What follows belongs to an exercise in optimizing a design on an open flow for a short achievable clock period and few clock cycles; a production flow would make more cautious choices.
The RTL was checked by simulation tests, not by an equivalence proof against the original design.
Power and IR drop assume default switching activity.

== the baseline ==
// PipeLineCPU
module PipeLineCPU(
    input         clk,
    input         rst_n,
    output [15:0] imem_addr,
    input  [31:0] imem_rdata,
    output [15:0] dmem_addr,
    output        dmem_we,
    output [31:0] dmem_wdata,
    input  [31:0] dmem_rdata,
    output        debug_wb_have_inst,
    output [31:0] debug_wb_pc,
    output        debug_wb_ena,
    output [4:0]  debug_wb_reg,
    output [31:0] debug_wb_value
    );
Size: roughly 10,000 cells after synthesis, about 200 I/O pins.
export LEC_CHECK = 0
export ABC_CLOCK_PERIOD_IN_PS = 3000
export CAP_MARGIN = 20
export CORE_MARGIN = 2
export CORE_UTILIZATION = 30
export PLACE_DENSITY = 0.5
export SETUP_SLACK_MARGIN = 5
export SLEW_MARGIN = 20
export TNS_END_PERCENT = 100
create_clock -name core_clock -period 11.0 [get_ports {clk}]
standard.sh (not shown) runs the stock make flow with config.mk's settings and CLKGATE_MAP_FILE= SYNTH_SCRIPT=/design/flow/synth_recipe.tcl, a recipe that flattens the netlist after the stock synthesis.
==> flow/flow/run.sh <==
#!/bin/bash
set -euo pipefail
bash standard.sh SETUP_SLACK_MARGIN=8 finish > orfs_make.log 2>&1
The baseline went all the way through the flow, and no timing, DRC or antenna check failed.
Testbench counts of the baseline, summed over its fixed seeds: cycles 60,215.
Modified inputs, the candidate compared to the baseline
==> flow/run.sh (new file) <==
#!/bin/bash
# synth_recipe.tcl (not shown) runs the flow's synth.tcl, then flattens the netlist and writes it again
# the make line also repeats each setting of config.mk as NAME=value (left out here)
make -C /OpenROAD-flow-scripts/flow DESIGN_CONFIG=/design/flow/config.mk WORK_HOME=/design/flow/orfs CLKGATE_MAP_FILE= SYNTH_SCRIPT=/design/flow/synth_recipe.tcl finish
removed: flow/flow/run.sh
removed: flow/standard.sh
### Flow results
Looking at combinational power, the candidate sits about 30% below the baseline.
Measured against the candidate, the via count of the routed design of the baseline comes out at 1.10 times the reference value.
In the candidate, the core utilization came out 6.8 points below the value in the baseline.

== oak ==
Another version of the RTL of PipeLineCPU (not shown whole).
For scale: ~9800 cells after synthesis, roughly 2500 flip-flops, about 200 I/O pins, about 120000 µm² of cells after synthesis.
// PipeLineCPU
module PipeLineCPU(
    input         clk,
    input         rst_n,
    output [15:0] imem_addr,
    input  [31:0] imem_rdata,
    output [15:0] dmem_addr,
    output        dmem_we,
    output [31:0] dmem_wdata,
    input  [31:0] dmem_rdata,
    output        debug_wb_have_inst,
    output [31:0] debug_wb_pc,
    output        debug_wb_ena,
    output [4:0]  debug_wb_reg,
    output [31:0] debug_wb_value
    );
    localparam BN  = 8;              
    localparam TW  = 16;             
    reg  [31:0] pc;
    reg         btb_v   [0:BN-1];
    reg  [TW-1:0] btb_tag [0:BN-1];
    reg  [31:0] btb_tgt [0:BN-1];
    reg         btb_dir [0:BN-1];    
    reg         btb_ret [0:BN-1];    
    reg  [2:0]  btb_hist[0:BN-1];    
    reg  [15:0] btb_ctr [0:BN-1];    
    reg  [31:0] ras_q;               
    reg         ras_v;
    reg  [2:0]  btb_rr;              
    reg         d_valid;
    reg  [31:0] d_inst, d_pc, d_pc4, d_ptgt;
    reg         d_pt, d_hit;
    reg  [BN-1:0] d_m;               
    reg  [2:0]  d_h;
    reg  [15:0] d_c;
    reg         x_valid;
    reg  [31:0] x_a, x_b, x_sd, x_imm, x_pc, x_pc4, x_btgt, x_jcmp;
    reg  [31:0] m_fa, m_fb, m_fs;
    reg         x_s_add, x_s_sub, x_s_and, x_s_or, x_s_xor, x_s_sll, x_s_sr, x_s_slt, x_s_sltu, x_s_link;
    reg         x_sra;
    reg         x_c_eq, x_c_lt, x_c_ltu, x_c_odd, x_c_neg;
    reg  [4:0]  x_rd;
    reg         x_we, x_load, x_store, x_sw, x_br, x_jal, x_jalr;
    reg  [2:0]  x_f3;
    reg         x_pt, x_tok, x_fhit, x_rd0;
    reg  [BN-1:0] x_m;
    reg  [2:0]  x_h;
    reg  [15:0] x_c;
    reg  [31:0] x_ptgt;
    reg         m_valid;
    reg  [31:0] m_res, m_sd, m_pc;
    reg  [1:0]  m_off;
    reg  [4:0]  m_rd;
    reg         m_we, m_load, m_ssub, m_inrange;
    reg  [2:0]  m_f3;
    reg  [15:0] daddr_q;
    reg         dwe_q;
    reg  [31:0] dwdata_q;
    reg         u_en, u_taken, u_br, u_inval, u_jalr, u_rd0;
    reg  [BN-1:0] u_m;
    reg  [2:0]  u_h;
    reg  [15:0] u_c;
    reg  [31:0] u_pc, u_pc4, u_tgt;
    reg         w_valid, w_we;
    reg  [4:0]  w_rd;
    reg  [31:0] w_val, w_pc;
    reg  [31:0] rf [1:31];
    reg  [31:0] ld_val;
    function [31:0] ksadd;
        input [31:0] a;
        input [31:0] b;
        input        ci;
        reg   [31:0] p, gg, pp;
        integer i, k;
  ...
==> flow/config.mk <==
export PLATFORM = sky130hd
export DESIGN_NAME = PipeLineCPU
export DESIGN_NICKNAME = PipeLineCPU
export VERILOG_FILES = /design/flow/design.v
export SDC_FILE = /design/flow/constraint.sdc
export NUM_CORES = 4
export LEC_CHECK = 0
export CAP_MARGIN = 20
export CORE_MARGIN = 2
export CORE_UTILIZATION = 35
export PLACE_DENSITY = 0.55
export SETUP_SLACK_MARGIN = 5
export SLEW_MARGIN = 20
export TNS_END_PERCENT = 100
==> flow/constraint.sdc <==
create_clock -name core_clock -period 11.0 [get_ports {clk}]
set_input_delay 2.2000 -clock core_clock [delete_from_list [all_inputs] [get_ports {clk}]]
set_output_delay 2.2000 -clock core_clock [all_outputs]
set_load 0.01 [all_outputs]
==> flow/flow/run.sh <==
#!/bin/bash
set -euo pipefail
bash standard.sh SETUP_SLACK_MARGIN=8 finish > orfs_make.log 2>&1
No stage failed in oak, and the final checks on the layout all came back clean.
Testbench counts of oak, summed over its fixed seeds: cycles 57,881.
[inputs] pine vs oak
Settings: PLACE_DENSITY: 0.55 -> 0.5; CORE_UTILIZATION: 35 -> 30.
[summary]
pine reports a lower final clock period utilization by the worst path than oak does.
The worst setup slack after placement of pine was inferior to that of oak.
pine ended up with a lower initial antenna violation count than oak did.
Changes observed in pine relative to oak: number of global-route vias before repair moved down, worst setup slack moved up, tapcell count moved up, relative contribution of the clock network to total power moved up.
Fmax | pine vs oak | pine faster
Density: pine sparser than oak

-- separate check: timing with driven ports --
The flow's constraints put no driver on any port. The routed layouts listed below were extracted and timed again, unchanged, in two steps.
Step 1: set_driving_cell puts a clkbuf_16 on clk and a buf_2 on each other input, an assumption about the parent block.
Step 2 also shifts input and output timing later by t, the mid clock arrival at the registers, as if the neighbouring blocks saw the same clock.
Three values: ideal ports, drivers, drivers and shift; two values: the first two.
run	shift t [ns]	setup WS [ns]	worst hold slack (ns)	worst setup path after step 2	clock arrival spread, ns
the baseline	1.044	6.795 / 6.795 / 6.670	0.324 / 0.324 / 0.324	input to register	0.071 / 0.071
the candidate	1.026	5.103 / 5.103 / 5.103	0.299 / 0.299 / 0.299	register to register	0.059 / 0.060
oak	1.017	6.898 / 6.898 / 6.384	0.289 / 0.289 / 0.289	input to register	0.112 / 0.112
pine	1.026	6.955 / 6.955 / 6.269	0.325 / 0.325 / 0.325	input to register	0.086 / 0.086
After both steps setup and hold are still met in every run listed. For pine, which loses most, drivers alone change the setup slack by 0.000 ns; drivers and shift together by -0.686 ns.
